Background: an optimization exercise with open tools, aiming at a short achievable clock period. Do not read the settings as production practice.
No run shown here included a check of the RTL's function; only the layout flow was run.
Power and IR drop assume default switching activity.

==> flow/design.v, too long to show whole: its modules and the start of the top module <==
// module fft_4: 2314 lines
// module f4c_g0_sub: 3 lines
// module f4c_g_0001: 3 lines
// module f4c_g_0011: 3 lines
// module f4c_g_1100: 3 lines
// module f4c_g_1110: 3 lines
// module f4c_p_001: 3 lines
// module f4c_p_110: 3 lines
// module f4c_pg_add: 4 lines
// module f4c_pg_sub: 4 lines
// module f4c_s_0: 3 lines
// module f4c_s_1: 3 lines
// module f4c_s_buf: 3 lines
// module f4c_s_inv: 3 lines
// module f4c_x_add: 3 lines
// module f4c_x_sub: 3 lines
module fft_4(
        input               clk,
        input               rst_n,
        input wire signed [15:0]  x0_real,
        input wire signed [15:0]  x0_imag,
        input wire signed [15:0]  x1_real,
        input wire signed [15:0]  x1_imag,
        input wire signed [15:0]  x2_real,
        input wire signed [15:0]  x2_imag,
        input wire signed [15:0]  x3_real,
        input wire signed [15:0]  x3_imag,
        output reg signed [15:0]  X0_real,
        output reg signed [15:0]  X0_imag,
        output reg signed [15:0]  X1_real,
        output reg signed [15:0]  X1_imag,
        output reg signed [15:0]  X2_real,
        output reg signed [15:0]  X2_imag,
        output reg signed [15:0]  X3_real,
        output reg signed [15:0]  X3_imag
    );
  // ...
==> flow/run.sh <==
#!/bin/bash
# synth_recipe.tcl (not shown) runs the flow's synth.tcl, then flattens the netlist and writes it again
# the make line also repeats each setting of config.mk as NAME=value (left out here)
make -C /OpenROAD-flow-scripts/flow DESIGN_CONFIG=/design/flow/config.mk WORK_HOME=/design/flow/orfs CLKGATE_MAP_FILE= SYNTH_SCRIPT=/design/flow/synth_recipe.tcl finish
==> flow/config.mk <==
export PLATFORM = sky130hd
export DESIGN_NAME = fft_4
export DESIGN_NICKNAME = fft_4
export VERILOG_FILES = /design/flow/design.v
export SDC_FILE = /design/flow/constraint.sdc
export NUM_CORES = 4
export LEC_CHECK = 0
export CAP_MARGIN = 20
export CORE_MARGIN = 2
export CORE_UTILIZATION = 40
export SLEW_MARGIN = 20
export SYNTH_HIERARCHICAL = 1
==> flow/constraint.sdc <==
create_clock -name core_clock -period 3.5 [get_ports {clk}]
set_input_delay 0.7000 -clock core_clock [delete_from_list [all_inputs] [get_ports {clk}]]
set_output_delay 0.7000 -clock core_clock [all_outputs]
set_load 0.01 [all_outputs]
==> results by group, run 1 <==
Run status
  • Outcome: complete, no violations

Detailed routing
  • Remaining antenna violation count: 0
  • Routed vias: 19.13k
  • WL met1: around 32000 µm

Cells and area
  • Multi-input combinational area share: between 40% and 50%
  • Most common cell after layout, fill and taps aside: nor2_1
  • Buffering overhead: 9.402%
  • Filler cell count: approximately 5.6k
  • FFs & Latches: between 300 and 400
  • Area growth syn-to-layout: 21.68%
  • Buffers excl. clock: between 200 and 300

Pwr
  • Combinational power: 8970 µW
  • Power Density: 710.9 mW/mm²
  • Clock Power: 4800 µW
  • IR Drop Worst-Case VDD: 0.4493 mV

Die
  • Rows: 89
  • Number of tapcells: 773

Setup path
  • Critical path destination: X3_real[15]
  • Crit-path leading delay family: buffers and inverters
  • Worst path depth: 1

Placed design
  • # placed instances: between 3k and 4k

STA
  • Fmax: 419.0 MHz
  • Worst slew pin tran: between 0.6 and 0.7 ns
  • Post-Route Skew: 0.01880 ns
  • Slew Viols, Final: 0
  • Setup TNS: 0 ns

Global route
  • First-pass GRT wire length: roughly 100000 µm
  • Layer with the highest usage: met2

CTS
  • Sink Count: 384
==> run 2, diff against run 1 <==
--- a/flow/config.mk
+++ b/flow/config.mk
@@ -8,5 +8,6 @@
 export CAP_MARGIN = 20
 export CORE_MARGIN = 2
 export CORE_UTILIZATION = 40
+export SETUP_SLACK_MARGIN = 2.0
 export SLEW_MARGIN = 20
 export SYNTH_HIERARCHICAL = 1
==> results by group, run 2 <==
Run status
  • Outcome: complete, no violations (unchanged)

Synth
  • Mapped Nets: 2786 (unchanged)
  • Synth Instances: 2656 (unchanged)
  • Ys Warns: 7 (unchanged)
  • Syn_area_per_cell: 8.936 µm² (unchanged)
  • Mapped Area: 0.02373 mm² (unchanged)

Die
  • Die Wd: 247.6 µm (unchanged)
  • I/O pin count: 258 (unchanged)
  • Rows: 89 (unchanged)
  • Core Box Area: 0.05880 mm² (unchanged)
  • Die height: 247.6 µm (unchanged)
  • Area of the die: 0.06130 mm² (unchanged)
  • Initial Util: 40.36% (unchanged)

STA
  • Min Tclk post-route: 1.906 ns (was 2.387 ns)
  • Setup TNS: 0 ns (unchanged)
  • Post-Route Skew: 0.01617 ns (was 0.01880 ns)
  • Final hold violation count: 0 (unchanged)
  • Worst slew pin tran: 0.6450 ns (was 0.6576 ns)
  • Crit path setup slack, layout: 1.594 ns (was 1.113 ns)
  • Final setup viols: 0 (unchanged)
  • Tcrit/Tclk final: 54.46% (was 68.20%)
  • RSZ-0062 raised after global routing: true (was false)
  • Fmax: 524.6 MHz (was 419.0 MHz)
  • Relative slew slack: 56.69% (was 55.84%)
  • Slew Viols, Final: 0 (unchanged)

Detailed routing
  • Via/cell ratio: 5.148 (was 5.077)
  • Drt total wl: 76950 µm (was 68560 µm)
  • Remaining antenna violation count: 0 (unchanged)
  • DRC viols: 0 (unchanged)
  • 1st-pass router iterations: 5 (unchanged)
  • Starting DRT DRC Count: 1089 (was 882)
  • Drt wl/cell: 19.23 µm (was 18.20 µm)
  • Routed vias: 20.60k (was 19.13k)

Setup path
  • Reg2reg setup slack: 1.85 ns (was 1.20 ns)
  • Worst Path Max Fanout: 1 (unchanged)
  • Crit path cell chain: buf_6 (was clkdlybuf4s50_1)
  • WP data required: 2.80 ns (about the same)
  • Reg-to-Reg Start: s3_imag[3] (was s1_real[0])
  • CP max stage cell: dfrtp_2 (was clkdlybuf4s50_1)
  • Worst path depth: 1 (unchanged)
  • Crit-path leading delay family: flip-flops (was buffers and inverters)
  • Max incr delay on CP: 0.48 ns (was 0.62 ns)
  • Crit path DAT: 1.21 ns (was 1.69 ns)
  • FF-to-FF End: X1_real[14] (unchanged)
  • Startpoint types: flop (unchanged)
  • Buf/Inv on CP: 1 (unchanged)
  • R2R cell count: 6 (unchanged)
  • CP endpoint kind: output port (unchanged)
  • WS Path Type: flop to output port (unchanged)

Pwr
  • IR Drop Worst-Case VDD: 0.4444 mV (was 0.4493 mV)
  • Power Density: 654.4 mW/mm² (was 710.9 mW/mm²)
  • Leakage Power: 0.01368 µW (was 0.01148 µW)

CTS
  • CTS H-tree lvls: 2 (unchanged)
  • Sink Count: 384 (unchanged)
  • Clk slew on worst S/H paths: 0.06 ns (about the same)
  • Hold buffer count at cts: 0 (unchanged)
  • Worst-case clock buffer depth: 3 (unchanged)
  • TritonCTS clock tree: yes (unchanged)
  • Clock Root Buffer: clkbuf_16 (unchanged)
  • TritonCTS buffer count: 44 (unchanged)
  • Worst-Skew Late Latency: 0.57 ns (about the same)

Placed design
  • Final HPWL DP: 55250 µm (unchanged)
  • Placement Setup Slack: 1.219 ns (unchanged)
  • Placed cell area: 0.02736 mm² (unchanged)
  • Port bufs: 257 (unchanged)
  • GP Congestion: 0.9046 (unchanged)

Global route
  • First-pass GRT wire length: 109600 µm (was 104700 µm)
  • Total track usage: 23.16% (was 22.21%)
  • Number of global-route vias before repair: 19.85k (was 18.82k)
  • Initial antenna violation count: 6 (unchanged)
  • Largest net degree at the start of global routing: 79 (unchanged)
  • Congestion Overflow GR: 0 (unchanged)

Cells and area
  • Commonest non-fill, non-tap cells in the layout: a21oi_2, xnor2_1, nand2_1 (was nor2_1, dfrtp_1, o21ai_1)
  • Most common cell after layout, fill and taps aside: a21oi_2 (was nor2_1)
  • Layout Nets: 3323 (was 3091)
  • Post-layout instance area: 0.03434 mm² (was 0.02888 mm²)
  • Layout cell share with drive strength beyond 1: 52.34% (was 18.16%)
  • Area growth syn-to-layout: 44.69% (was 21.68%)

Worst hold path
  • Worst hold path class: input pin to asynchronous set/reset pin (unchanged)

Job
  • # Max-Cap Violations: 0 (unchanged)
[run 2: power by group]
group	internal, µW	switching, µW
registers	5680	1340
logic	4750	5880
clock network	2890	1940
total	13300	9150
[run 2: cell type report]
cell class	instances	area, µm²
fillers	5010	24460
multi-input cells	2176	17500
flip-flops and latches	384	9879
repair buffers	499	4130
clock buffers	55	1234
well taps	773	967.2
inverters	88	332.8
clock inverters	25	289.0
diodes	2	5.005
[run 2: stage by stage]
step | total power (µW) | hold WS (ns) | util (%) | instances
2_1_floorplan | 12280 | 0.4044 | - | 2656
3_3_place_gp | 15830 | 0.5242 | 46.52 | 3688
3_5_place_dp | 15820 | 0.5231 | 46.52 | 3688
4_1_cts | 20920 | 0.1155 | 51.80 | 3846
5_1_grt | 23740 | 0.1462 | 58.39 | 4000
6_report | 22470 | 0.1160 | 58.40 | 4002
[run 2: how the worst max path moves through the flow]
stage | start | to | slack, ns
2_1_floorplan | s0_imag[0] | X0_imag[14] | 2.06
3_3_place_gp | s1_real[0] | X1_real[14] | 1.26
3_5_place_dp | s1_real[0] | X1_real[14] | 1.22
4_1_cts | X3_real[15] | X3_real[15] | 1.56
5_1_grt | X3_real[15] | X3_real[15] | 1.56
6_report | X1_real[15] | X1_real[15] | 1.59
[run 2: repair_timing]
action,in CTS,in global routing
setup buffers,78,154
pin swaps,74,231
gates resized for setup,1039,635
gates cloned,0,0
setup endpoints to repair,312,298
[run 2: per-layer routing]
metal	global-route usage, %	up-vias	wire (µm)
li1	-	9840	-
met1	31.98	10070	34460
met2	37.91	541	36660
met3	3.190	151	3590
met4	6.622	0	2237
met5	0	-	0

## port drivers added, routing unchanged
How much do the figures lean on ideal ports? The routed layouts below were timed once more, with nothing changed but the port constraints. Step 1, drivers: a clkbuf_16 drives clk and a buf_2 each remaining input, both assumed. Step 2 moves the port delays by t, midway between the first and last clock arrival at a register: inputs arrive t later, outputs are due t later. That takes back most of the time a late clock gives input paths. a / b / c = ideal / step 1 / step 2; a / b = the first two.
| run | t (ns) | slack for setup (ns) | hold slack, ns | worst register clock-pin slew, ns | cell pins on the clock port's net |
|---|---|---|---|---|---|
| run 1 | 0.616 | 1.113 / 1.055 / 1.204 | 0.121 / 0.122 / 0.537 | 0.07 / 0.07 | 1 |
| run 2 | 0.622 | 1.594 / 1.533 / 1.850 | 0.116 / 0.114 / 0.534 | 0.07 / 0.07 | 1 |
After both steps every run listed still meets setup and hold. Setup slack includes reset recovery checks.
